Source: an optimization exercise on an open RTL-to-GDS flow (aim: small area). Production flows keep margins and buffers that such runs may drop.
The RTL was checked by simulation tests, not by an equivalence proof against the original design.
Power and IR drop assume default switching activity.

==> design/flow/run.sh <==
#!/bin/bash
# synth_recipe.tcl (not shown) runs the flow's synth.tcl, then flattens the netlist and writes it again
# the make line also repeats each setting of config.mk as NAME=value (left out here)
make -C /OpenROAD-flow-scripts/flow DESIGN_CONFIG=/design/flow/config.mk WORK_HOME=/design/flow/orfs CLKGATE_MAP_FILE= SYNTH_SCRIPT=/design/flow/synth_recipe.tcl finish
==> design/flow/design.v <==
module piso_tge #(
    parameter INPUT_SIZE = 1024,
    parameter OUTPUT_SIZE = 64
)
(
    input wire clk,
    input wire ce,
    input wire rst,
    input wire [1023:0] i_parallel,
    output wire [63:0] o_serial,
    input wire      fifo_empty,
    output wire     fifo_re,
    output wire     valid
);
localparam CYCLES_BTW = INPUT_SIZE/OUTPUT_SIZE; 
localparam IDLE = 2'b0;
localparam BUSY = 2'b1;
reg [$clog2(CYCLES_BTW)-1:0] counter;
reg re, valid_r;  
reg state, next_state;
always@(posedge clk)begin
    if(rst)
        state <= IDLE;
    else
        state <= next_state;
end
always@(*)begin
    case(state)
        IDLE:   begin
            if(~fifo_empty)     next_state = BUSY;
            else                next_state = IDLE;
        end
        BUSY:   begin
            if(counter==(CYCLES_BTW)-1) next_state = IDLE;
            else                        next_state = BUSY;
        end
    endcase 
end
always@(posedge clk)begin
    case(state)
        IDLE: begin
            counter<=0;
            valid_r <= 0;
        end
        BUSY: begin
            valid_r<= 1;
            counter <= counter +1;
        end
    endcase
end
always@(posedge clk)begin
    re = ~state && next_state && ~rst;
end
assign fifo_re = re; 
reg [OUTPUT_SIZE-1:0] serial_out;
always@(posedge clk)begin
    case(counter)
        1: serial_out = i_parallel[OUTPUT_SIZE-1:0];   
        2: serial_out = i_parallel[2*OUTPUT_SIZE-1:1*OUTPUT_SIZE];
        3: serial_out = i_parallel[3*OUTPUT_SIZE-1:2*OUTPUT_SIZE];
        4: serial_out = i_parallel[4*OUTPUT_SIZE-1:3*OUTPUT_SIZE];
        5: serial_out = i_parallel[5*OUTPUT_SIZE-1:4*OUTPUT_SIZE];
        6: serial_out = i_parallel[6*OUTPUT_SIZE-1:5*OUTPUT_SIZE];
        7: serial_out = i_parallel[7*OUTPUT_SIZE-1:6*OUTPUT_SIZE];
        8: serial_out = i_parallel[8*OUTPUT_SIZE-1:7*OUTPUT_SIZE];
        9: serial_out = i_parallel[9*OUTPUT_SIZE-1:8*OUTPUT_SIZE];
        10: serial_out = i_parallel[10*OUTPUT_SIZE-1:9*OUTPUT_SIZE];
        11: serial_out = i_parallel[11*OUTPUT_SIZE-1:10*OUTPUT_SIZE];
        12: serial_out = i_parallel[12*OUTPUT_SIZE-1:11*OUTPUT_SIZE];
        13: serial_out = i_parallel[13*OUTPUT_SIZE-1:12*OUTPUT_SIZE];
        14: serial_out = i_parallel[14*OUTPUT_SIZE-1:13*OUTPUT_SIZE];
        15: serial_out = i_parallel[15*OUTPUT_SIZE-1:14*OUTPUT_SIZE];
        0: serial_out = i_parallel[16*OUTPUT_SIZE-1:15*OUTPUT_SIZE];
    endcase
end
reg valid_delay;
always@(posedge clk)begin
    valid_delay = valid_r;
end
assign valid = valid_delay; 
assign o_serial = serial_out; 
endmodule 
==> design/flow/config.mk <==
export PLATFORM = sky130hd
export DESIGN_NAME = piso_tge
export DESIGN_NICKNAME = piso_tge
export VERILOG_FILES = /design/flow/design.v
export SDC_FILE = /design/flow/constraint.sdc
export NUM_CORES = 4
export LEC_CHECK = 0
export CAP_MARGIN = 20
export CORE_AREA = 10 10 410 410
export DIE_AREA = 0 0 420 420
export SLEW_MARGIN = 20
==> design/flow/constraint.sdc <==
create_clock -name core_clock -period 3.0 [get_ports {clk}]
set_input_delay 0.6000 -clock core_clock [delete_from_list [all_inputs] [get_ports {clk}]]
set_output_delay 0.6000 -clock core_clock [all_outputs]
set_load 0.01 [all_outputs]
==> results of run 1 <==
-- report_power, final --
part	internal (W)	switching (W)	total (W)
Sequential	0.00114	0.0000889	0.00122
Clock	0.000786	0.000755	0.00154
Combinational	0.00204	0.00186	0.00389
Total	0.00396	0.00270	0.00666
-- cell type report --
| type | count | area [µm²] | area share |
|---|---|---|---|
| Timing Repair Buffer | 1219 | 12200 | 0.515 |
| Multi-Input combinational cell | 1005 | 7010 | 0.296 |
| Tap cell | 2072 | 2590 | 0.109 |
| Sequential cell | 72 | 1450 | 0.0611 |
| Clock buffer | 12 | 258 | 0.0109 |
| Antenna cell | 38 | 95.1 | 0.00401 |
| Clock inverter | 4 | 76.3 | 0.00322 |
| Inverter | 5 | 21.3 | 0.000897 |
-- layer usage --
layer / share of wire / routed length (µm) / vias to the layer above / GRT usage
met2: 0.51 / 92600 / 1335 / 0.354
met4: 0.027 / 4940 / 122 / 0.0466
met3: 0.12 / 21100 / 422 / 0.0844
met1: 0.34 / 62400 / 8209 / 0.205
met5: 0.0044 / 807 / - / 0
li1: - / - / 7213 / -
-- state kept, by name, indices dropped and copies added, names as in the netlist --
| register | count |
|---|---|
| counter | 4 |
| valid_r | 1 |
| serial_out | 64 |
| re | 1 |
| valid_delay | 1 |
| state | 1 |
-- critical path, delay by kind of cell (launching register included) --
kind / cells / cell delay (ns)
buffers and inverters: 2 / 0.36
adder cells (fa/ha/maj): 1 / 0.25
AO/OA/AOI/OAI: 4 / 1.49
flip-flops: 1 / 0.49
-- cell families after synthesis --
family,count (synthesis)
adder cells (fa/ha/maj),4
XOR/XNOR,1
AO/OA/AOI/OAI,694
buffers and inverters,160
multiplexers,91
AND/OR/NAND/NOR,215
flip-flops,72
-- stage by stage --
stage          total power (W)  area, µm²  hold WS (ns)  std cells
2_1_floorplan          0.00213       9050         0.310       1237
3_3_place_gp           0.00518      23300         0.319       4373
3_5_place_dp           0.00517      23300         0.314       4373
4_1_cts                0.00684      23600         0.349       4389
5_1_grt                0.00694      23600         0.351       4396
6_report               0.00666      23700         0.347       4427
-- repair_timing --
| action | in CTS | in global routing |
|---|---|---|
| resized for setup | 1 | 1 |
| pin swaps | 0 | 0 |
| setup endpoints to repair | 1 | 1 |
-- worst paths after layout --
| path | from | endpoint | slack (ns) |
|---|---|---|---|
| hold reg to reg | valid_r | valid_delay | 0.35 |
| setup / recovery | counter[0] | serial_out[11] | 0.21 |
| hold / removal | valid_r | valid_delay | 0.35 |
| setup reg to reg | counter[0] | serial_out[11] | 0.21 |
-- cell usage after synthesis (all sizes together), types with 14 or more instances --
library cell and count:
a221o 14, a31oi 64, a22o 122, nor2 154
mux2i 90, o21ai 66, buf 89, dfxtp 72
a221oi 35, nand2 31, a2111oi 40, clkbuf 66
a21oi 109, a22oi 162
-- cell usage in the layout (no fill, tap or decap), drive strengths merged, types with 12 or more instances in the layout --
cell type	n
clkdlybuf4s50	1092
a22oi	162
nor2	154
buf	127
a22o	122
a21oi	109
mux2i	90
dfxtp	72
o21ai	66
a31oi	64
a2111oi	40
diode	38
a221oi	35
nand2	31
a221o	14
a21boi	12
o211ai	12
o2bb2ai	12
clkbuf	12
==> flow_summary.ini, run 1 <==
[worst_setup_path]
max_stage_delay_ns = 0.69
worstRegToRegCells = 7
critical_path_class = flop to flop
critPathArrivalTime_ns = 3.09
cpMaxStageDelayCell = o21ai_0
worstPathMaxFanout = 48
cp-end-kind = flop
cp.required_ns = 3.30
crit_chain = inv_1, ha_4, buf_12, a221oi_2, a21oi_1, o21ai_0, a31oi_1
start_kind = flop

[placement]
dp_hpwl_mm = 161
pre_cts_ws_ns = -0.00520
place.gp.congestion = 0.959
port_buffers = 1092

[run]
max-cap-violations = 0

[clock_network]
cts_hold_buf = 0
cts_max_level = 3
post_cts_buffers = 0
clk_pin_slew_ns = 0.10
cts_buffers = 9
cts.sinks = 72
clk_latency_ns = 0.45
cts_tree = yes
cts.path.max_buffers = 2
root_buffer = clkbuf_16

[global_routing]
grt_overflow = 0
grt_pass1_vias = 16780
grt_usage = 0.195
antenna_found_initial = 221
grt_max_degree = 58
grt_pass1_wl_mm = 215

[cells_and_area]
fin_nets = 3344
fin_util = 0.149
fillers = 17996
drive_gt1_frac = 0.0708
area_delta_synth_final_pct = 162

[power]
vdd_drop_max_v = 0.000315
power.density_nw_per_um2 = 281
p_leak_nw = 7.64

[yosys]
ys_ff_latch = 72
synth_compound_area_frac = 0.555
synthesis.area_um2 = 9050
avgSynthCellArea_um2 = 7.32
synth_cell_types = 49
synthMuxAreaShare = 0.101
synth.net_count = 2269
ys_async_sr_fraction = 0
synth_edf_count = 0
synth_top_family_by_area = compound AO/OA/AOI/OAI gates
synth_warnings = 1
synth_fa_ha_area_frac = 0.00553
synth_largest_area_cell = dfxtp_1
ys_seq_area_frac = 0.159
synthXorXnorAreaFrac = 0.000968
synth_top_area_frac = 0.159
synthSimpleGateAreaFrac = 0.0987
synth_cells = 1237
ys_top_cells_by_area = dfxtp_1 16%, a22oi_1 13%, a22o_1 12%
ys.flop_type = dfxtp_1

[route]
drtAntennaViolNets = 0
drc = 0
drt_iter0_drc = 1793
drt_first_pass_iters = 8
wl_per_cell_um = 41.1
routed_wirelength_mm = 182
via_count = 17301
vias_per_cell = 3.91

[die]
floorplan.initialDensity = 0.0570
die_area_um2 = 176000
ios = 1094
row_count = 146
fp.dieH_um = 420
die_x_um = 420
fp.coreArea_um2 = 159000

[min_path]
hold_class = flop to flop
hold_depth = 0

[sta]
fmax_mhz = 359
setup_ws_ns = 0.214
hold_viol_final = 0
rsz0062_at_grt = false
skew_ns = 0.0355
period_needed_ns = 2.79
setup_viol = 0
relSlewSlack = 0.313
worst_pin_slew_ns = 1.00
setup_tns_ns = 0
slew_violations = 0
post-route-period-util = 0.929

[status]
outcome = complete, no violations
==> inputs of run 2 (changes only) <==
==> design/flow/design.v (replaced) <==
module piso_tge (
    input  wire          clk,
    input  wire          ce,
    input  wire          rst,
    input  wire [1023:0] i_parallel,
    output wire [63:0]   o_serial,
    input  wire          fifo_empty,
    output wire          fifo_re,
    output wire          valid
);
reg        busy;
reg  [3:0] k;
reg        re;
reg        v1;
reg        valid_r;
reg [63:0] serial_out;
always @(posedge clk) begin
    busy    <= !rst && (busy ? (k != 4'd15) : !fifo_empty);
    k       <= busy ? k + 4'd1 : 4'd0;
    re      <= !busy && !fifo_empty && !rst;
    v1      <= busy;
    valid_r <= v1;
end
wire [15:0] sel;
genvar j;
generate
    for (j = 0; j < 16; j = j + 1) begin : g_sel
        assign sel[j] = (k == ((j + 1) % 16));
    end
endgenerate
wire [63:0] mux;
generate
    for (j = 0; j < 64; j = j + 1) begin : g_bit
        piso_mux16 u_mux (
            .d({i_parallel[960+j], i_parallel[896+j], i_parallel[832+j], i_parallel[768+j],
                i_parallel[704+j], i_parallel[640+j], i_parallel[576+j], i_parallel[512+j],
                i_parallel[448+j], i_parallel[384+j], i_parallel[320+j], i_parallel[256+j],
                i_parallel[192+j], i_parallel[128+j], i_parallel[64+j],  i_parallel[j]}),
            .s(sel),
            .y(mux[j])
        );
    end
endgenerate
always @(posedge clk)
    serial_out <= mux;
assign fifo_re  = re;
assign valid    = valid_r;
assign o_serial = serial_out;
endmodule
module piso_mux16 (
    input  wire [15:0] d,
    input  wire [15:0] s,
    output wire        y
);
    wire [4:0] n;
    wire       t, a;
    piso_aoi222 u0 (.a(d[2:0]),   .b(s[2:0]),   .y(n[0]));
    piso_aoi222 u1 (.a(d[5:3]),   .b(s[5:3]),   .y(n[1]));
    piso_aoi222 u2 (.a(d[8:6]),   .b(s[8:6]),   .y(n[2]));
    piso_aoi222 u3 (.a(d[11:9]),  .b(s[11:9]),  .y(n[3]));
    piso_aoi222 u4 (.a(d[14:12]), .b(s[14:12]), .y(n[4]));
    piso_nand2  u5 (.a(d[15]), .b(s[15]), .y(t));
    piso_and3   u6 (.a(n[0]), .b(n[1]), .c(n[2]), .y(a));
    piso_nand4  u7 (.a(a), .b(n[3]), .c(n[4]), .d(t), .y(y));
endmodule
module piso_aoi222 (
    input  wire [2:0] a,
    input  wire [2:0] b,
    output wire       y
);
    assign y = ~((a[0] & b[0]) | (a[1] & b[1]) | (a[2] & b[2]));
endmodule
module piso_nand2 (
    input  wire a,
    input  wire b,
    output wire y
);
    assign y = ~(a & b);
endmodule
module piso_and3 (
    input  wire a,
    input  wire b,
    input  wire c,
    output wire y
);
    assign y = a & b & c;
endmodule
module piso_nand4 (
    input  wire a,
    input  wire b,
    input  wire c,
    input  wire d,
    output wire y
);
    assign y = ~(a & b & c & d);
endmodule
==> design/flow/flow/run.sh (new file) <==
#!/bin/bash
# Standard ORFS layout, with the port buffers inserted as buf_1 cells
# (the default picks clkdlybuf4s50_1, 2.7x the area).
set -euo pipefail
export BUFFER_PORTS_ARGS="-buffer_cell sky130_fd_sc_hd__buf_1"
bash standard.sh finish > standard.log 2>&1
==> design/flow/standard.sh (new file) <==
#!/bin/bash
# synth_recipe.tcl (not shown) runs the flow's synth.tcl, then flattens the netlist and writes it again
# the make line also repeats each setting of config.mk as NAME=value (left out here)
make -C /OpenROAD-flow-scripts/flow DESIGN_CONFIG=/design/flow/config.mk WORK_HOME=/design/flow/orfs CLKGATE_MAP_FILE= SYNTH_SCRIPT=/design/flow/synth_recipe.tcl "${@:-finish}"
--- a/design/flow/config.mk
+++ b/design/flow/config.mk
@@ -6,6 +6,7 @@
 export NUM_CORES = 4
 export LEC_CHECK = 0
 export CAP_MARGIN = 20
-export CORE_AREA = 10 10 410 410
-export DIE_AREA = 0 0 420 420
+export CORE_AREA = 4 4 226 226
+export DIE_AREA = 0 0 230 230
 export SLEW_MARGIN = 20
+export SYNTH_HIERARCHICAL = 1
removed: design/flow/run.sh
==> run 2 against run 1 <==
  * The run now fails in 3_2_place_iop
  * Synthesized cell count fell by 50%
  * Area after synthesis fell by 34%
==> flow_summary.ini, run 2 <==
[yosys]
synth_fa_ha_area_frac = 0.00839
synth_common_cells = 320 x a222oi_1, 72 x dfxtp_1, 67 x and3_1
synth_warnings = 7
synthMuxAreaShare = 0.00168
synthSimpleGateAreaFrac = 0.204
ys.flop_type = dfxtp_1
ys_async_sr_fraction = 0
ys_top_cells_by_area = a222oi_1 54%, dfxtp_1 24%, and3_1 7.0%
synth_largest_area_cell = a222oi_1
synth_edf_count = 0
synth_top_area_frac = 0.537
synth_top_family_by_area = compound AO/OA/AOI/OAI gates
synthesis.area_um2 = 5960
synth_cell_types = 22
ys_ff_latch = 72
synth_compound_area_frac = 0.539
synth_cells = 622
synthXorXnorAreaFrac = 0.00147
synth.net_count = 1654
ys_seq_area_frac = 0.242
synth.most_common_cell = a222oi_1
avgSynthCellArea_um2 = 9.59

[status]
outcome = stopped before the end
haltStage = 3_2_place_iop
error = [ERROR PPL-0024] Number of IO pins (1094) exceeds maximum number of available positions (826). Increase the die perimeter from 920.00um to 1487.84um.

[die]
row_count = 81
die_x_um = 230
fp.dieH_um = 230
floorplan.initialDensity = 0.122
==> run 2: cell types whose count changed after synthesis, sizes merged, moves of 40 or more <==
cell,delta
a222oi,+310
a22oi,-162
nor2,-153
a22o,-122
a21oi,-109
mux2i,-89
buf,-87
and3,+67
clkbuf,-66
o21ai,-66
a31oi,-64
nand4,+64
a2111oi,-40
==> run 2: logic make-up after synthesis <==
| logic type | Yosys count |
|---|---|
| AOI/OAI and AO/OA | 321 |
| and+or+nand+nor | 219 |
| DFF | 72 |
| buffers and inverters | 4 |
| adders and majority gates | 4 |
| xor gates and xnor gates | 1 |
| muxes | 1 |
==> run 2: modules after synthesis (local to each module, per instance), a selection <==
module       area, µm²  cells  copies in the design  flops+latches
piso_tge          1720    110                     1             72
piso_aoi222       10.0      1                   320              0
piso_and3         6.26      1                    64              0
piso_nand4        6.26      1                    64              0
piso_nand2        3.75      1                    64              0
==> inputs of run 3 (changes only) <==
--- a/design/flow/config.mk
+++ b/design/flow/config.mk
@@ -6,7 +6,7 @@
 export NUM_CORES = 4
 export LEC_CHECK = 0
 export CAP_MARGIN = 20
-export CORE_AREA = 4 4 226 226
-export DIE_AREA = 0 0 230 230
+export CORE_AREA = 4 4 176 176
+export DIE_AREA = 0 0 180 180
 export SLEW_MARGIN = 20
 export SYNTH_HIERARCHICAL = 1
==> run 3 against run 2 <==
  * The flow again stops in 3_2_place_iop
  * Area after synthesis did not move
  * Synthesized cell count did not move
==> flow_summary.ini, run 3 <==
[yosys]
synth.net_count = 1654
ys_async_sr_fraction = 0
synth.most_common_cell = a222oi_1
synth_cell_types = 22
synth_edf_count = 0
synthesis.area_um2 = 5960
ys_ff_latch = 72
synth_cells = 622
synth_common_cells = 320 x a222oi_1, 72 x dfxtp_1, 67 x and3_1
avgSynthCellArea_um2 = 9.59
synth_largest_area_cell = a222oi_1
synth_top_area_frac = 0.537
ys.flop_type = dfxtp_1
synth_warnings = 7
ys_seq_area_frac = 0.242
ys_top_cells_by_area = a222oi_1 54%, dfxtp_1 24%, and3_1 7.0%

[status]
outcome = stopped before the end
error = [ERROR PPL-0024] Number of IO pins (1094) exceeds maximum number of available positions (644). Increase the die perimeter from 720.00um to 1487.84um.
haltStage = 3_2_place_iop

[die]
die_x_um = 180
row_count = 62
fp.dieH_um = 180
floorplan.initialDensity = 0.206
## run 3: cell counts after synthesis
No cell type changed its count.
## run 3: cells by family after synthesis
group	share of synthesized area
AO/OA/AOI/OAI	0.539
multiplexers	0.00168
AND/OR/NAND/NOR	0.204
flip-flops	0.242
adder cells (fa/ha/maj)	0.00839
buffers and inverters	0.00399
XOR/XNOR	0.00147
## run 3: per-module statistics from Yosys (local to each module, per instance), excerpt
module | cells inside | times used | flip-flops and latches
piso_nand2 | 1 | 64 | 0
piso_aoi222 | 1 | 320 | 0
piso_tge | 110 | 1 | 72
piso_nand4 | 1 | 64 | 0
piso_and3 | 1 | 64 | 0
==> inputs of run 4 (changes only) <==
==> design/flow/flow/run.sh (replaced) <==
#!/bin/bash
# Standard ORFS layout, with two changes:
#  - the port buffers are inserted as buf_1 cells (the default picks
#    clkdlybuf4s50_1, 2.7x the area);
#  - IO pins may sit on adjacent routing tracks, so the die can be smaller.
set -euo pipefail
export BUFFER_PORTS_ARGS="-buffer_cell sky130_fd_sc_hd__buf_1"
export PLACE_PINS_ARGS="-min_distance 1 -min_distance_in_tracks"
bash standard.sh finish > standard.log 2>&1
--- a/design/flow/config.mk
+++ b/design/flow/config.mk
@@ -6,7 +6,7 @@
 export NUM_CORES = 4
 export LEC_CHECK = 0
 export CAP_MARGIN = 20
-export CORE_AREA = 4 4 176 176
-export DIE_AREA = 0 0 180 180
+export CORE_AREA = 4 4 156 156
+export DIE_AREA = 0 0 160 160
 export SLEW_MARGIN = 20
 export SYNTH_HIERARCHICAL = 1
==> run 4 against run 3 <==
  * The flow stops in 5_1_grt
  * Synthesized cell count did not move
  * Area after synthesis did not move
==> flow_summary.ini, run 4 <==
[status]
outcome = stopped before the end
haltStage = 5_1_grt
error = [ERROR GRT-0116] Global routing finished with congestion. Check the congestion regions in the DRC Viewer.

[clock_network]
cts_hold_buf = 0
cts.repair.resized = 0
cts.sinks = 72
post_cts_buffers = 0
cts.path.max_buffers = 2
root_buffer = clkbuf_16
cts_max_level = 3
cts_buffers = 9

[die]
fp.dieH_um = 160
row_count = 55
die_x_um = 160
ios = 1094
floorplan.initialDensity = 0.263

[global_routing]
grt_usage = 0.570
grt_pass1_wl_mm = 106
grt_overflow = 17
grt_max_degree = 48
grt_pass1_vias = 15075

[yosys]
synth.net_count = 1654
synth.most_common_cell = a222oi_1
synth_largest_area_cell = a222oi_1
synthesis.area_um2 = 5960
ys.flop_type = dfxtp_1
synth_edf_count = 0
ys_async_sr_fraction = 0
synth_common_cells = 320 x a222oi_1, 72 x dfxtp_1, 67 x and3_1
avgSynthCellArea_um2 = 9.59
ys_ff_latch = 72
synth_warnings = 7
ys_seq_area_frac = 0.242
synth_top_area_frac = 0.537
synth_cells = 622
synth_cell_types = 22
ys_top_cells_by_area = a222oi_1 54%, dfxtp_1 24%, and3_1 7.0%

[placement]
port_buffers = 1092
place.gp.congestion = 1.19
dp_hpwl_mm = 57.6
## run 4: per-stage QoR
step / setup WS (ns) / util / power, W / cell area [µm²] / std cells
after floorplan: 0.604 / - / 0.00151 / 5980 / 622
after global placement: 0.614 / 0.476 / 0.00231 / 10800 / 2038
after detailed placement: 0.574 / 0.476 / 0.00232 / 10800 / 2038
after CTS: 0.538 / 0.490 / 0.00353 / 11100 / 2054
## run 4: worst max-delay path by stage
stage,slack [ns],to,depth (start not counted)
after floorplan,0.60,serial_out[0],5
after global placement,0.61,serial_out[35],6
after detailed placement,0.57,serial_out[62],6
after CTS,0.54,serial_out[35],6
## run 4: kinds of logic after synthesis
| group | synth area share |
|---|---|
| AOI/OAI and AO/OA | 0.539 |
| and+or+nand+nor | 0.204 |
| DFF | 0.242 |
| buffers and inverters | 0.00399 |
| adders and majority gates | 0.00839 |
| xor gates and xnor gates | 0.00147 |
| muxes | 0.00168 |
## run 4: metal layers
| layer | GRT overflow | GRT usage |
|---|---|---|
| met4 | 4 | 0.577 |
| met3 | 0 | 0.336 |
| met1 | 0 | 0.576 |
| met2 | 13 | 0.783 |
| met5 | 0 | 0.0814 |
## run 4: Yosys stat by module (local to each module, per instance), excerpt
module       copies in the design  area [µm²]
piso_nand2                     64        3.75
piso_nand4                     64        6.26
piso_aoi222                   320        10.0
piso_and3                      64        6.26
piso_tge                        1        1720
## run 4: power by group through the flow
stage | Combinational, W | Clock (W) | Sequential, W
after detailed placement | 0.00116 | 0 | 0.00116
after global placement | 0.00115 | 0 | 0.00115
after CTS | 0.00117 | 0.00122 | 0.00114
after floorplan | 0.000288 | 0 | 0.00123
==> inputs of run 5 (changes only) <==
==> design/flow/flow/run.sh (replaced) <==
#!/bin/bash
# Standard ORFS layout, with these changes:
#  - the port buffers are inserted as buf_1 cells (the default picks
#    clkdlybuf4s50_1, 2.7x the area);
#  - IO pins may sit on adjacent routing tracks, so the die can be smaller;
#  - the clock pin is placed first, mid left edge, with the tracks next to it
#    kept free of other pins.
set -euo pipefail
DIE_H=$(sed -n 's/^export DIE_AREA *= *[0-9.]* [0-9.]* [0-9.]* \([0-9.]*\).*/\1/p' config.mk)
MID=$(python3 -c "print(round($DIE_H/2, 2))")
LO=$(python3 -c "print(int($DIE_H/2 - 2))")
HI=$(python3 -c "print(int($DIE_H/2 + 3))")
cat > pre_io.tcl <<EOT
place_pin -pin_name clk -layer met3 -location {0.4 $MID} -force_to_die_boundary
EOT
export PRE_IO_PLACEMENT_TCL=$PWD/pre_io.tcl
export BUFFER_PORTS_ARGS="-buffer_cell sky130_fd_sc_hd__buf_1"
export PLACE_PINS_ARGS="-min_distance 1 -min_distance_in_tracks -exclude left:$LO-$HI"
bash standard.sh finish > standard.log 2>&1
--- a/design/flow/config.mk
+++ b/design/flow/config.mk
@@ -6,7 +6,7 @@
 export NUM_CORES = 4
 export LEC_CHECK = 0
 export CAP_MARGIN = 20
-export CORE_AREA = 4 4 156 156
-export DIE_AREA = 0 0 160 160
+export CORE_AREA = 4 4 168 168
+export DIE_AREA = 0 0 172 172
 export SLEW_MARGIN = 20
 export SYNTH_HIERARCHICAL = 1
==> run 5 against run 4 <==
  * The run now finishes clean
  * Synthesized cell count stayed put
  * Area after synthesis stayed put
==> flow_summary.ini, run 5 <==
[clock_network]
cts_max_level = 3
cts.sinks = 72
cts.path.max_buffers = 2
root_buffer = clkbuf_16
clk_latency_ns = 0.35
clk_pin_slew_ns = 0.07
cts.repair.resized = 0
cts_hold_buf = 0
cts_tree = yes
cts_buffers = 9
post_cts_buffers = 0

[yosys]
synth.net_count = 1654
synthesis.area_um2 = 5960
ys_ff_latch = 72
synth_top_area_frac = 0.537
ys_seq_area_frac = 0.242
synth_warnings = 7
synth_edf_count = 0
ys.flop_type = dfxtp_1
synth.most_common_cell = a222oi_1
synth_largest_area_cell = a222oi_1
synth_cell_types = 22
avgSynthCellArea_um2 = 9.59
ys_async_sr_fraction = 0
ys_top_cells_by_area = a222oi_1 54%, dfxtp_1 24%, and3_1 7.0%
synth_common_cells = 320 x a222oi_1, 72 x dfxtp_1, 67 x and3_1
synth_cells = 622

[worst_setup_path]
max_stage_delay_ns = 0.82
r2r-start = k[0]
cpMaxStageDelayCell = a222oi_1
critical_path_class = flop to flop
crit_chain = inv_1, ha_1, and2_2, a222oi_1, and3_1, nand4_1
timing.rr.end = serial_out[48]
crit_family = simple AND/OR/NAND/NOR gates
critPathArrivalTime_ns = 2.82
path_buf_inv = 1
rrSetupSlack_ns = 0.40
cp.depth = 6
cp.required_ns = 3.22
worstPathMaxFanout = 20
start_kind = flop
worstRegToRegCells = 6
cp-end-kind = flop

[route]
wl_per_cell_um = 34.1
vias_per_cell = 6.77
drt_first_pass_iters = 22
drtAntennaViolNets = 0
drc = 0
via_count = 14602
routed_wirelength_mm = 73.4
drt_iter0_drc = 4026

[min_path]
hold_depth = 0
hold_class = flop to flop
hold_start = v1
hold_end = valid_r

[power]
p_leak_nw = 3.44
vdd_drop_max_v = 0.000220
power.density_nw_per_um2 = 318
total_power_w = 0.00361

[cells_and_area]
layout_commonest_cell = buf_1
stdcell_count = 2156
fillers = 2917
fin_nets = 2790
area_delta_synth_final_pct = 90.6
fin_util = 0.433
layout_common_cells = 1092 x buf_1, 320 x a222oi_1, 72 x dfxtp_1, 65 x nand2_1
drive_gt1_frac = 0.0391
largest_register_ffs = 64

[sta]
worst_pin_slew_ns = 0.835
setup_tns_ns = 0
slew_violations = 0
skew_ns = 0.00940
relSlewSlack = 0.443
fmax_mhz = 384
post-route-period-util = 0.867
hold-worst-slack_ns = 0.328
hold_viol_final = 0
period_needed_ns = 2.60
rsz0062_at_grt = false
setup_viol = 0

[die]
die_x_um = 172
fp.coreArea_um2 = 26300
die_area_um2 = 29600
fp.dieH_um = 172
floorplan.initialDensity = 0.227
row_count = 59
ios = 1093

[status]
outcome = complete, no violations

[global_routing]
grt_pass1_wl_mm = 93.3
grt_overflow = 0
grt_max_degree = 41
antenna_found_initial = 61
grt_pass1_vias = 13453
grt_usage = 0.438

[placement]
port_buffers = 1092
dp_hpwl_mm = 58.7
place.gp.congestion = 1.08
dp_cells = 2082

[run]
max-cap-violations = 0
==> run 5: cell counts after synthesis <==
No cell type changed its count.
==> run 5: per-layer routing <==
metal	global-route usage	wire (µm)
met4	0.416	8780
met1	0.463	22700
met3	0.174	10400
met2	0.657	31400
met5	0.0268	155
==> run 5: Yosys stat by module (local to each module, per instance), a selection <==
module	cell area, µm²	flops+latches	copies in the design
piso_nand4	6.26	0	64
piso_aoi222	10.0	0	320
piso_and3	6.26	0	64
piso_nand2	3.75	0	64
piso_tge	1720	72	1
==> run 5: layout make-up <==
cell class / count / area (µm²) / area share
Antenna cell: 58 / 145 / 0.0128
Clock buffer: 10 / 239 / 0.0210
Clock inverter: 6 / 91.3 / 0.00803
Inverter: 2 / 7.51 / 0.000660
Multi-Input combinational cell: 546 / 4530 / 0.398
Sequential cell: 72 / 1440 / 0.127
Tap cell: 335 / 419 / 0.0369
Timing Repair Buffer: 1127 / 4500 / 0.396
==> run 5: power by group <==
group | internal (W) | switching (W) | total, W
Sequential | 0.00110 | 0.0000426 | 0.00114
Clock | 0.000755 | 0.000494 | 0.00125
Combinational | 0.000532 | 0.000695 | 0.00123
==> run 5: worst reg2reg max path, delay by kind of cell, from the launching register on <==
kind	cells	cell delay, ns
simple gates	3	0.89
compound gates	1	0.84
flops	1	0.41
fa+ha+maj	1	0.24
buf+inv	1	0.09
==> run 5: metrics by stage <==
stage | instance area, µm² | setup WS, ns
after floorplan | 5980 | 0.604
after detailed placement | 10900 | 0.631
after global placement | 10900 | 0.697
after CTS | 11200 | 0.610
final | 11400 | 0.398
after global routing | 11300 | 0.453
==> run 5: how the worst max path moves through the flow <==
stage,start,to,slack (ns)
after floorplan,k[0],serial_out[0],0.60
after global placement,k[2],serial_out[22],0.70
after detailed placement,k[2],serial_out[22],0.63
after CTS,k[2],serial_out[22],0.61
after global routing,k[1],serial_out[35],0.45
final,k[0],serial_out[48],0.40
==> run 5: kinds of logic after synthesis <==
group | after synthesis | share of synthesized area
AO/OA/AOI/OAI | 321 | 0.539
XOR/XNOR | 1 | 0.00147
adder cells (fa/ha/maj) | 4 | 0.00839
buffers and inverters | 4 | 0.00399
flip-flops | 72 | 0.242
multiplexers | 1 | 0.00168
AND/OR/NAND/NOR | 219 | 0.204
==> inputs of run 6 (changes only) <==
--- a/design/flow/design.v
+++ b/design/flow/design.v
@@ -9,14 +9,14 @@
     output wire          valid
 );
 reg        busy;
-reg  [3:0] k;
+reg  [3:0] s;    
 reg        re;
 reg        v1;
 reg        valid_r;
 reg [63:0] serial_out;
 always @(posedge clk) begin
-    busy    <= !rst && (busy ? (k != 4'd15) : !fifo_empty);
-    k       <= busy ? k + 4'd1 : 4'd0;
+    busy    <= !rst && (busy ? (s != 4'd14) : !fifo_empty);
+    s       <= busy ? s + 4'd1 : 4'd15;
     re      <= !busy && !fifo_empty && !rst;
     v1      <= busy;
     valid_r <= v1;
@@ -25,7 +25,7 @@
 genvar j;
 generate
     for (j = 0; j < 16; j = j + 1) begin : g_sel
-        assign sel[j] = (k == ((j + 1) % 16));
+        assign sel[j] = (s == j);
     end
 endgenerate
 wire [63:0] mux;
--- a/design/flow/config.mk
+++ b/design/flow/config.mk
@@ -7,6 +7,7 @@
 export LEC_CHECK = 0
 export CAP_MARGIN = 20
 export CORE_AREA = 4 4 168 168
+export CTS_BUF_LIST = sky130_fd_sc_hd__clkbuf_4 sky130_fd_sc_hd__clkbuf_8
 export DIE_AREA = 0 0 172 172
 export SLEW_MARGIN = 20
 export SYNTH_HIERARCHICAL = 1
==> run 6 against run 5 <==
  * Clock power fell by 32%
  * Non-clock buffer count rose by 4
  * Wire length rose by 2.1%
  * Critical path depth did not move
  * Fmax rose by 0.63%
  * Synthesized cell count did not move
  * Critical path type unchanged
==> flow_summary.ini, run 6 <==
[yosys]
ys_top_cells_by_area = a222oi_1 54%, dfxtp_1 24%, and3_1 6.7%
synth_cell_types = 23
synth_top_area_frac = 0.537
synth_warnings = 7
synth_largest_area_cell = a222oi_1
synth_edf_count = 0
synth.most_common_cell = a222oi_1
avgSynthCellArea_um2 = 9.59
ys_async_sr_fraction = 0
ys.flop_type = dfxtp_1
synth_cells = 622
synth.net_count = 1654
synthesis.area_um2 = 5970
synth_common_cells = 320 x a222oi_1, 72 x dfxtp_1, 67 x nand2_1
ys_seq_area_frac = 0.242
ys_ff_latch = 72

[route]
drc = 0
highest_layer = met5
wl_met2_mm = 31.8
vias_per_cell = 6.91
drtAntennaViolNets = 0
wl_per_cell_um = 34.4
wl_met3_mm = 11.2
via_count = 15048
routed_wirelength_mm = 75.0
drt_iter0_drc = 4653
drt_first_pass_iters = 31
m1WireLength_mm = 22.8

[worst_setup_path]
start_kind = flop
worstPathMaxFanout = 27
crit_chain = and2b_1, and2_2, buf_4, a222oi_1, and3_1, nand4_1
crit_family = simple AND/OR/NAND/NOR gates
critPathArrivalTime_ns = 2.88
critical_path_class = flop to flop
cp.required_ns = 3.30
path_buf_inv = 1
cpMaxStageDelayCell = and2_2
cp-end-kind = flop
max_stage_delay_ns = 0.72

[clock_network]
cts_hold_buf = 0
cts.path.max_buffers = 2
post_cts_buffers = 0
cts_max_level = 3
cts_buffers = 9
root_buffer = clkbuf_8
clk_latency_ns = 0.38
cts_tree = yes
cts.repair.resized = 0
cts.sinks = 72
clk_pin_slew_ns = 0.08

[sta]
relSlewSlack = 0.293
setup_ws_ns = 0.414
fmax_mhz = 387
setup_tns_ns = 0
hold_viol_final = 0
setup_viol = 0
skew_ns = 0.0134
hold-worst-slack_ns = 0.333
post-route-period-util = 0.862
slew_violations = 0
worst_pin_slew_ns = 1.06
period_needed_ns = 2.59
rsz0062_at_grt = false

[placement]
pre_cts_ws_ns = 0.552
dp_hpwl_mm = 59.1
place.gp.congestion = 1.09
port_buffers = 1092

[power]
p_int_w = 0.00254
p_sw_w = 0.00192
p_leak_nw = 3.38
p_sw_frac = 0.430
vdd_drop_max_v = 0.000227
clkPwrFrac = 0.191
power.density_nw_per_um2 = 396
p_seq_frac = 0.312
comb_power_share = 0.497

[min_path]
hold_class = flop to flop

[cells_and_area]
layout_common_cells = 1092 x buf_1, 320 x a222oi_1, 72 x dfxtp_1, 67 x nand2_1
fillers = 2911
fin_nets = 2794
drive_gt1_frac = 0.0408
largest_register_ffs = 64
area_delta_synth_final_pct = 88.7
layout_commonest_cell = buf_1

[global_routing]
antenna_found_initial = 79
grt_pass1_wl_mm = 94.8
grt_max_degree = 42
grt_usage = 0.446
grt_overflow = 0
grt_pass1_vias = 13552

[die]
row_count = 59
die_x_um = 172
ios = 1093
fp.coreArea_um2 = 26300
floorplan.initialDensity = 0.227
die_area_um2 = 29600
fp.dieH_um = 172

[status]
outcome = complete, no violations

[run]
max-cap-violations = 0
## run 6: final timing paths
| kind | start | end | slack, ns | cells after the start |
|---|---|---|---|---|
| min reg2reg | v1 | valid_r | 0.33 | 0 |
| max | s[3] | serial_out[59] | 0.41 | 6 |
| min | v1 | valid_r | 0.33 | 0 |
| max reg2reg | s[3] | serial_out[59] | 0.41 | 6 |
## run 6: cells by family (layout without fill, tap and decap cells)
group                    Yosys count  after routing  synth area share
adder cells (fa/ha/maj)            4              4           0.00839
flip-flops                        72             72             0.242
buffers and inverters              4           1148           0.00503
other                              0             76                 0
AO/OA/AOI/OAI                    323            323             0.541
AND/OR/NAND/NOR                  218            218             0.203
XOR/XNOR                           1              1           0.00147
## run 6: Yosys stat by module (local to each module, per instance), excerpt
module       cells inside  copies in the design  area, µm²  flip-flops and latches
piso_and3               1                    64       6.26                       0
piso_aoi222             1                   320       10.0                       0
piso_nand2              1                    64       3.75                       0
piso_nand4              1                    64       6.26                       0
piso_tge              110                     1       1720                      72
## run 6: final cells by class
type / instances / area [µm²] / area share
Timing Repair Buffer: 1131 / 4490 / 0.399
Clock buffer: 11 / 145 / 0.0129
Antenna cell: 76 / 190 / 0.0169
Sequential cell: 72 / 1440 / 0.128
Inverter: 2 / 7.51 / 0.000667
Tap cell: 335 / 419 / 0.0372
Multi-Input combinational cell: 546 / 4520 / 0.402
Clock inverter: 4 / 45.0 / 0.00400
## run 6: power by group through the flow
stage	Clock (W)	Sequential [W]	Combinational (W)
final	0.000851	0.00139	0.00221
after global routing	0.000908	0.00142	0.00229
after CTS	0.000869	0.00138	0.00212
after detailed placement	0	0.00141	0.00211
after global placement	0	0.00141	0.00209
after floorplan	0	0.00155	0.000706
## run 6: through the flow
step / total power (W) / util / instances / instance area, µm²
final: 0.00446 / 0.429 / 2177 / 11300
after global routing: 0.00461 / 0.428 / 2167 / 11200
after floorplan: 0.00225 / - / 622 / 5980
after CTS: 0.00437 / 0.421 / 2101 / 11100
after detailed placement: 0.00351 / 0.414 / 2086 / 10900
after global placement: 0.00349 / 0.414 / 2086 / 10900
## run 6: layer usage
| metal | up-vias | track usage |
|---|---|---|
| li1 | 5727 | - |
| met1 | 6719 | 0.470 |
| met2 | 1905 | 0.656 |
| met3 | 683 | 0.193 |
| met4 | 14 | 0.429 |
| met5 | - | 0.0217 |
==> inputs of run 7 (changes only) <==
--- a/design/flow/config.mk
+++ b/design/flow/config.mk
@@ -5,9 +5,9 @@
 export SDC_FILE = /design/flow/constraint.sdc
 export NUM_CORES = 4
 export LEC_CHECK = 0
-export CAP_MARGIN = 20
+export CAP_MARGIN = 0
 export CORE_AREA = 4 4 168 168
 export CTS_BUF_LIST = sky130_fd_sc_hd__clkbuf_4 sky130_fd_sc_hd__clkbuf_8
 export DIE_AREA = 0 0 172 172
-export SLEW_MARGIN = 20
+export SLEW_MARGIN = 0
 export SYNTH_HIERARCHICAL = 1
==> run 7 against run 6 <==
  * Area after synthesis is the same
  * First-iteration DRC count is the same
  * Cell area is the same
  * Final cell count is the same
  * Critical endpoint unchanged
==> flow_summary.ini, run 7 <==
[status]
outcome = complete, no violations

[power]
vdd_drop_max_v = 0.000227
comb_power_share = 0.497
p_sw_w = 0.00192
power.density_nw_per_um2 = 396
p_leak_nw = 3.38
p_seq_frac = 0.312
clkPwrFrac = 0.191
p_sw_frac = 0.430
p_int_w = 0.00254
total_power_w = 0.00446

[yosys]
synth_edf_count = 0
avgSynthCellArea_um2 = 9.59
synth_common_cells = 320 x a222oi_1, 72 x dfxtp_1, 67 x nand2_1
synthesis.area_um2 = 5970
synth_top_area_frac = 0.537
ys_async_sr_fraction = 0
ys_top_cells_by_area = a222oi_1 54%, dfxtp_1 24%, and3_1 6.7%
ys_ff_latch = 72
ys_seq_area_frac = 0.242
synth.most_common_cell = a222oi_1
synth_warnings = 7
synth_cells = 622
ys.flop_type = dfxtp_1
synth.net_count = 1654
synth_cell_types = 23
synth_largest_area_cell = a222oi_1

[route]
drt_first_pass_iters = 31
vias_per_cell = 6.91
via_count = 15048
drt_iter0_drc = 4653
drc = 0
wl_per_cell_um = 34.4
routed_wirelength_mm = 75.0
drtAntennaViolNets = 0

[run]
max-cap-violations = 0

[cells_and_area]
layout_commonest_cell = buf_1
fin_util = 0.429
layout_common_cells = 1092 x buf_1, 320 x a222oi_1, 72 x dfxtp_1, 67 x nand2_1
largest_register_ffs = 64
fin_nets = 2794
stdcell_count = 2177
fillers = 2911
register_area_um2 = 1440
drive_gt1_frac = 0.0408
multi_input_area_um2 = 4520
area_delta_synth_final_pct = 88.7

[clock_network]
cts.sinks = 72
cts_max_level = 3
cts.repair.resized = 0
post_cts_buffers = 0
clk_latency_ns = 0.38
cts_tree = yes
clk_pin_slew_ns = 0.08
cts_buffers = 9
cts_hold_buf = 0
cts.path.max_buffers = 2
root_buffer = clkbuf_8

[die]
die_area_um2 = 29600
floorplan.initialDensity = 0.227
fp.dieH_um = 172
die_x_um = 172
fp.coreArea_um2 = 26300
row_count = 59
ios = 1093

[sta]
fmax_mhz = 387
setup_tns_ns = 0
skew_ns = 0.0134
slew_violations = 0
hold_viol_final = 0
setup_viol = 0
relSlewSlack = 0.293
period_needed_ns = 2.59
worst_pin_slew_ns = 1.06
post-route-period-util = 0.862
rsz0062_at_grt = false

[worst_setup_path]
timing.rr.end = serial_out[59]
path_buf_inv = 1
cpMaxStageDelayCell = and2_2
worstRegToRegCells = 6
cp.required_ns = 3.30
rrSetupSlack_ns = 0.41
r2r-start = s[3]
cp-end-kind = flop
max_stage_delay_ns = 0.72
crit_family = simple AND/OR/NAND/NOR gates
worstPathMaxFanout = 27
start_kind = flop
critical_path_class = flop to flop
critPathArrivalTime_ns = 2.88
crit_chain = and2b_1, and2_2, buf_4, a222oi_1, and3_1, nand4_1

[placement]
dp_cells = 2086
dp_hpwl_mm = 59.1
place.gp.congestion = 1.09
port_buffers = 1092

[global_routing]
grt_usage = 0.446
grt_max_degree = 42
grt_pass1_vias = 13552
grt_pass1_wl_mm = 94.8
antenna_found_initial = 79
grt_overflow = 0

[min_path]
hold_class = flop to flop
hold_depth = 0
hold_end = valid_r
hold_start = v1
## run 7: modules after synthesis, one instance, submodules excluded, excerpt
module,copies in the design,flops+latches,cells,area (µm²)
piso_nand2,64,0,1,3.75
piso_nand4,64,0,1,6.26
piso_aoi222,320,0,1,10.0
piso_and3,64,0,1,6.26
piso_tge,1,72,110,1720
## run 7: per-layer routing
metal  up-vias  GRT usage  wire length [µm]
li1       5727          -                 -
met1      6719      0.470             22800
met2      1905      0.656             31800
met3       683      0.193             11200
met4        14      0.429              9130
met5         -     0.0217                79
## run 7: worst register-to-register path, cell delays in order, from the launching register on
cell      delay [ns]
dfxtp_1         0.55
and2b_1         0.21
and2_2          0.72
buf_4           0.47
a222oi_1        0.16
and3_1          0.26
nand4_1         0.15
## run 7: layout make-up
cell class                 count  share of cell area
sequential                    72               0.128
inverter                       2            0.000667
tap                          335              0.0372
antenna                       76              0.0169
timing repair buffer        1131               0.399
clock inverter                 4             0.00400
clock buffer                  11              0.0129
multi-input combinational    546               0.402
## run 7: worst max path at each step
| stage | from | endpoint | slack, ns | depth (start not counted) |
|---|---|---|---|---|
| after CTS | s[3] | serial_out[59] | 0.52 | 6 |
| after floorplan | s[0] | serial_out[0] | 0.59 | 5 |
| final | s[3] | serial_out[59] | 0.41 | 6 |
| after global placement | s[3] | serial_out[59] | 0.61 | 6 |
| after global routing | s[3] | serial_out[59] | 0.37 | 6 |
| after detailed placement | s[3] | serial_out[59] | 0.55 | 6 |
## run 7: logic make-up (layout without fill, tap and decap cells)
group	count (synthesis)	count (layout)	share of synthesized area
simple gates	218	218	0.203
xor+xnor	1	1	0.00147
buf+inv	4	1148	0.00503
compound gates	323	323	0.541
flops	72	72	0.242
other cells	0	76	0
fa+ha+maj	4	4	0.00839
## run 7: power by group through the flow
stage | registers, W | logic [W] | clock network [W]
finish | 0.00139 | 0.00221 | 0.000851
detailed placement | 0.00141 | 0.00211 | 0
global route | 0.00142 | 0.00229 | 0.000908
CTS | 0.00138 | 0.00212 | 0.000869
floorplan | 0.00155 | 0.000706 | 0
global placement | 0.00141 | 0.00209 | 0
## run 7: per-stage QoR
stage	worst slack [ns]	area, µm²	hold WS [ns]
3_3_place_gp	0.609	10900	0.312
4_1_cts	0.521	11100	0.334
3_5_place_dp	0.552	10900	0.314
2_1_floorplan	0.586	5980	0.310
5_1_grt	0.369	11200	0.354
6_report	0.414	11300	0.333
==> inputs of run 8 (changes only) <==
--- a/design/flow/flow/run.sh
+++ b/design/flow/flow/run.sh
@@ -4,7 +4,9 @@
 #    clkdlybuf4s50_1, 2.7x the area);
 #  - IO pins may sit on adjacent routing tracks, so the die can be smaller;
 #  - the clock pin is placed first, mid left edge, with the tracks next to it
-#    kept free of other pins.
+#    kept free of other pins;
+#  - after global placement each input buffer is moved halfway towards its pin
+#    (near_pins.tcl), so the port nets are shorter and need fewer antenna diodes.
 set -euo pipefail
 DIE_H=$(sed -n 's/^export DIE_AREA *= *[0-9.]* [0-9.]* [0-9.]* \([0-9.]*\).*/\1/p' config.mk)
 MID=$(python3 -c "print(round($DIE_H/2, 2))")
@@ -14,6 +16,7 @@
 place_pin -pin_name clk -layer met3 -location {0.4 $MID} -force_to_die_boundary
 EOT
 export PRE_IO_PLACEMENT_TCL=$PWD/pre_io.tcl
+export POST_GLOBAL_PLACE_TCL=$PWD/flow/near_pins.tcl
 export BUFFER_PORTS_ARGS="-buffer_cell sky130_fd_sc_hd__buf_1"
 export PLACE_PINS_ARGS="-min_distance 1 -min_distance_in_tracks -exclude left:$LO-$HI"
 bash standard.sh finish > standard.log 2>&1
==> design/flow/flow/near_pins.tcl (new file) <==
# After global placement: move each input port buffer halfway towards its pin, so
# the unbuffered port net is shorter and rarely needs an antenna diode. Detailed
# placement legalizes the result.
set block [ord::get_db_block]
set core [$block getCoreArea]
set cx0 [$core xMin]; set cy0 [$core yMin]
set cx1 [$core xMax]; set cy1 [$core yMax]
set moved 0
foreach bterm [$block getBTerms] {
  if {[$bterm getIoType] ne "INPUT"} { continue }
  set net [$bterm getNet]
  if {$net eq "NULL"} { continue }
  if {[$bterm getName] eq "clk"} { continue }
  set iterms [$net getITerms]
  if {[llength $iterms] != 1} { continue }
  set inst [[lindex $iterms 0] getInst]
  if {![string match "*buf*" [[$inst getMaster] getName]]} { continue }
  set bb [$bterm getBBox]
  set px [expr {([$bb xMin] + [$bb xMax]) / 2}]
  set py [expr {([$bb yMin] + [$bb yMax]) / 2}]
  set w [[$inst getMaster] getWidth]
  set h [[$inst getMaster] getHeight]
  set ox [lindex [$inst getLocation] 0]; set oy [lindex [$inst getLocation] 1]
  set px [expr {($px + $ox) / 2}]; set py [expr {($py + $oy) / 2}]
  set x [expr {max($cx0, min($cx1 - $w, $px - $w / 2))}]
  set y [expr {max($cy0, min($cy1 - $h, $py - $h / 2))}]
  $inst setLocation $x $y
  $inst setPlacementStatus PLACED
  incr moved
}
puts "near_pins: moved $moved input buffers next to their pins"
--- a/design/flow/config.mk
+++ b/design/flow/config.mk
@@ -5,9 +5,9 @@
 export SDC_FILE = /design/flow/constraint.sdc
 export NUM_CORES = 4
 export LEC_CHECK = 0
-export CAP_MARGIN = 0
+export CAP_MARGIN = 20
 export CORE_AREA = 4 4 168 168
 export CTS_BUF_LIST = sky130_fd_sc_hd__clkbuf_4 sky130_fd_sc_hd__clkbuf_8
 export DIE_AREA = 0 0 172 172
-export SLEW_MARGIN = 0
+export SLEW_MARGIN = 20
 export SYNTH_HIERARCHICAL = 1
==> run 8 against run 7 <==
  * Still clean
  * Cell area shrank 1.5%
  * Register-to-register slack worse by 0.03 ns
  * First-iteration DRC count grew 11%
  * Clock skew is essentially flat
  * Fmax fell by 1.3%
  * Worst setup slack got worse by 0.034 ns
  * Clock-buffer cell count stayed put
  * Combinational power increased by 7%
  * Critical endpoint unchanged
  * Largest power group unchanged
==> flow_summary.ini, run 8 <==
[worst_setup_path]
worstRegToRegCells = 6
rrSetupSlack_ns = 0.38
timing.rr.end = serial_out[59]
start_kind = flop
critical_path_class = flop to flop
worstPathMaxFanout = 27
r2r-start = s[3]
cp-end-kind = flop
critPathArrivalTime_ns = 2.91
cp.required_ns = 3.29

[clock_network]
root_buffer = clkbuf_8
post_cts_buffers = 0
cts.sinks = 72
clk_pin_slew_ns = 0.10
cts.path.max_buffers = 2
cts_max_level = 3
cts_tree = yes
cts_buffers = 9
clk_latency_ns = 0.38
cts.repair.resized = 0
cts_hold_buf = 0

[yosys]
synth.most_common_cell = a222oi_1
avgSynthCellArea_um2 = 9.59
synth_common_cells = 320 x a222oi_1, 72 x dfxtp_1, 67 x nand2_1
ys_ff_latch = 72
synth_top_area_frac = 0.537
synth_cells = 622
synth.net_count = 1654
ys_top_cells_by_area = a222oi_1 54%, dfxtp_1 24%, and3_1 6.7%
ys_async_sr_fraction = 0
synth_cell_types = 23
synth_warnings = 7
synth_edf_count = 0
synth_largest_area_cell = a222oi_1
ys.flop_type = dfxtp_1
synthesis.area_um2 = 5970
ys_seq_area_frac = 0.242

[sta]
setup_viol = 0
post-route-period-util = 0.873
fmax_mhz = 382
setup_tns_ns = 0
relSlewSlack = 0.306
rsz0062_at_grt = false
period_needed_ns = 2.62
slew_violations = 0
skew_ns = 0.0139
setup_ws_ns = 0.380
worst_pin_slew_ns = 1.04
hold_viol_final = 0

[global_routing]
grt_pass1_vias = 15168
grt_max_degree = 42
gr-usage-met1 = 0.459
grt_overflow = 0
grt_usage = 0.445
met2_usage = 0.708
grt_pass1_wl_mm = 96.7
busiest_layer = met2
antenna_found_initial = 4
grt_util_met3 = 0.210

[die]
fp.dieH_um = 172
die_x_um = 172
floorplan.initialDensity = 0.227
ios = 1093
row_count = 59
die_area_um2 = 29600
fp.coreArea_um2 = 26300

[placement]
pre_cts_ws_ns = 0.551
dp_hpwl_mm = 58.4
port_buffers = 1092
dp_cells = 2086
dpl_cell_area_um2 = 10900

[route]
drt_first_pass_iters = 28
drt_iter0_drc = 5174
routed_wirelength_mm = 75.0
via_count = 15477
drtAntennaViolNets = 0
wl_per_cell_um = 35.6
drc = 0
vias_per_cell = 7.35

[cells_and_area]
fillers = 2802
layout_common_cells = 1092 x buf_1, 320 x a222oi_1, 72 x dfxtp_1, 67 x nand2_1
layout_commonest_cell = buf_1
register_area_um2 = 1440
drive_gt1_frac = 0.0413
stdcell_count = 2105
fin_nets = 2794
largest_register_ffs = 64
area_delta_synth_final_pct = 85.9
fin_area_um2 = 11100
multi_input_area_um2 = 4520

[min_path]
hold_depth = 0
hold_class = flop to flop
hold_start = v1
hold_end = valid_r

[power]
p_leak_nw = 3.38
vdd_drop_max_v = 0.000219
total_power_w = 0.00464
power.density_nw_per_um2 = 418

[run]
max-cap-violations = 0

[status]
outcome = complete, no violations
==> run 8: cell counts after synthesis <==
Identical to the previous run, type by type.
==> run 8: routing by layer <==
layer | wire length, µm | vias to the layer above
met1 | 23000 | 6974
li1 | - | 5642
met2 | 32700 | 2062
met3 | 11500 | 799
met5 | 0 | -
met4 | 7820 | 0
==> run 8: critical path: stages, from the launching register on <==
cell and delay, ns:
dfxtp_1 0.54, and2b_1 0.21, and2_2 0.74, buf_4 0.47
a222oi_1 0.14, and3_1 0.25, nand4_1 0.16
==> run 8: worst max-delay path by stage <==
| stage | from | endpoint | slack, ns |
|---|---|---|---|
| 5_1_grt | s[3] | serial_out[30] | 0.39 |
| 3_3_place_gp | s[3] | serial_out[59] | 0.61 |
| 4_1_cts | s[3] | serial_out[59] | 0.53 |
| 2_1_floorplan | s[0] | serial_out[0] | 0.59 |
| 3_5_place_dp | s[3] | serial_out[59] | 0.55 |
| 6_report | s[3] | serial_out[59] | 0.38 |
==> run 8: power breakdown <==
group	switching (W)	internal (W)	total [W]
logic	0.00151	0.000853	0.00236
clock network	0.000462	0.000416	0.000878
registers	0.000124	0.00128	0.00140
total	0.00209	0.00255	0.00464
==> run 8: logic make-up (layout without fill, tap and decap cells) <==
kind of cell             after synthesis  in the layout  synth area share
adder cells (fa/ha/maj)                4              4           0.00839
XOR/XNOR                               1              1           0.00147
buffers and inverters                  4           1149           0.00503
other                                  0              3                 0
flip-flops                            72             72             0.242
AND/OR/NAND/NOR                      218            218             0.203
AO/OA/AOI/OAI                        323            323             0.541
==> run 8: per-module statistics from Yosys (local to each module, per instance), excerpt <==
module	cells	flip-flops and latches	times used
piso_nand2	1	0	64
piso_aoi222	1	0	320
piso_and3	1	0	64
piso_tge	110	72	1
piso_nand4	1	0	64
==> run 8: final cells by class <==
type | count | share of cell area
diodes | 3 | 0.000677
flip-flops and latches | 72 | 0.130
well taps | 335 | 0.0378
repair buffers | 1131 | 0.405
clock buffers | 11 | 0.0131
clock inverters | 5 | 0.00508
multi-input cells | 546 | 0.408
inverters | 2 | 0.000677
==> run 8: metrics by stage <==
step,hold WS (ns),util
final,0.323,0.422
after global placement,0.312,0.414
after floorplan,0.310,-
after global routing,0.344,0.422
after detailed placement,0.316,0.414
after CTS,0.336,0.422

-- re-timing with driven ports --
In the flow no input, the clock included, has a driving cell. The finished layouts below were timed again as built, in two steps. Step 1 sets driving cells, clkbuf_16 on the clock port and buf_2 on the other inputs (assumed; they add their load-dependent delay and slew). Step 2 moves the port delays by t, midway between the first and last clock arrival at a register: inputs arrive t later, outputs are due t later. That takes back most of the time a late clock gives input paths. Slacks: ideal ports / drivers / drivers and shift; pairs: ideal ports / drivers.
run | shift t [ns] | setup WS [ns] | worst hold slack (ns) | worst setup path at the end | worst register clock-pin slew, ns
run 1 | 0.518 | 0.214 / 0.214 / 0.214 | 0.347 / 0.347 / 0.347 | register to register | 0.10 / 0.10
run 5 | 0.386 | 0.398 / 0.398 / 0.398 | 0.328 / 0.328 / 0.328 | register to register | 0.07 / 0.07
run 6 | 0.410 | 0.414 / 0.414 / 0.414 | 0.333 / 0.333 / 0.333 | register to register | 0.10 / 0.10
run 7 | 0.410 | 0.414 / 0.414 / 0.414 | 0.333 / 0.333 / 0.333 | register to register | 0.10 / 0.10
run 8 | 0.407 | 0.380 / 0.380 / 0.380 | 0.323 / 0.323 / 0.323 | register to register | 0.10 / 0.10
After both steps every run listed still meets setup and hold.
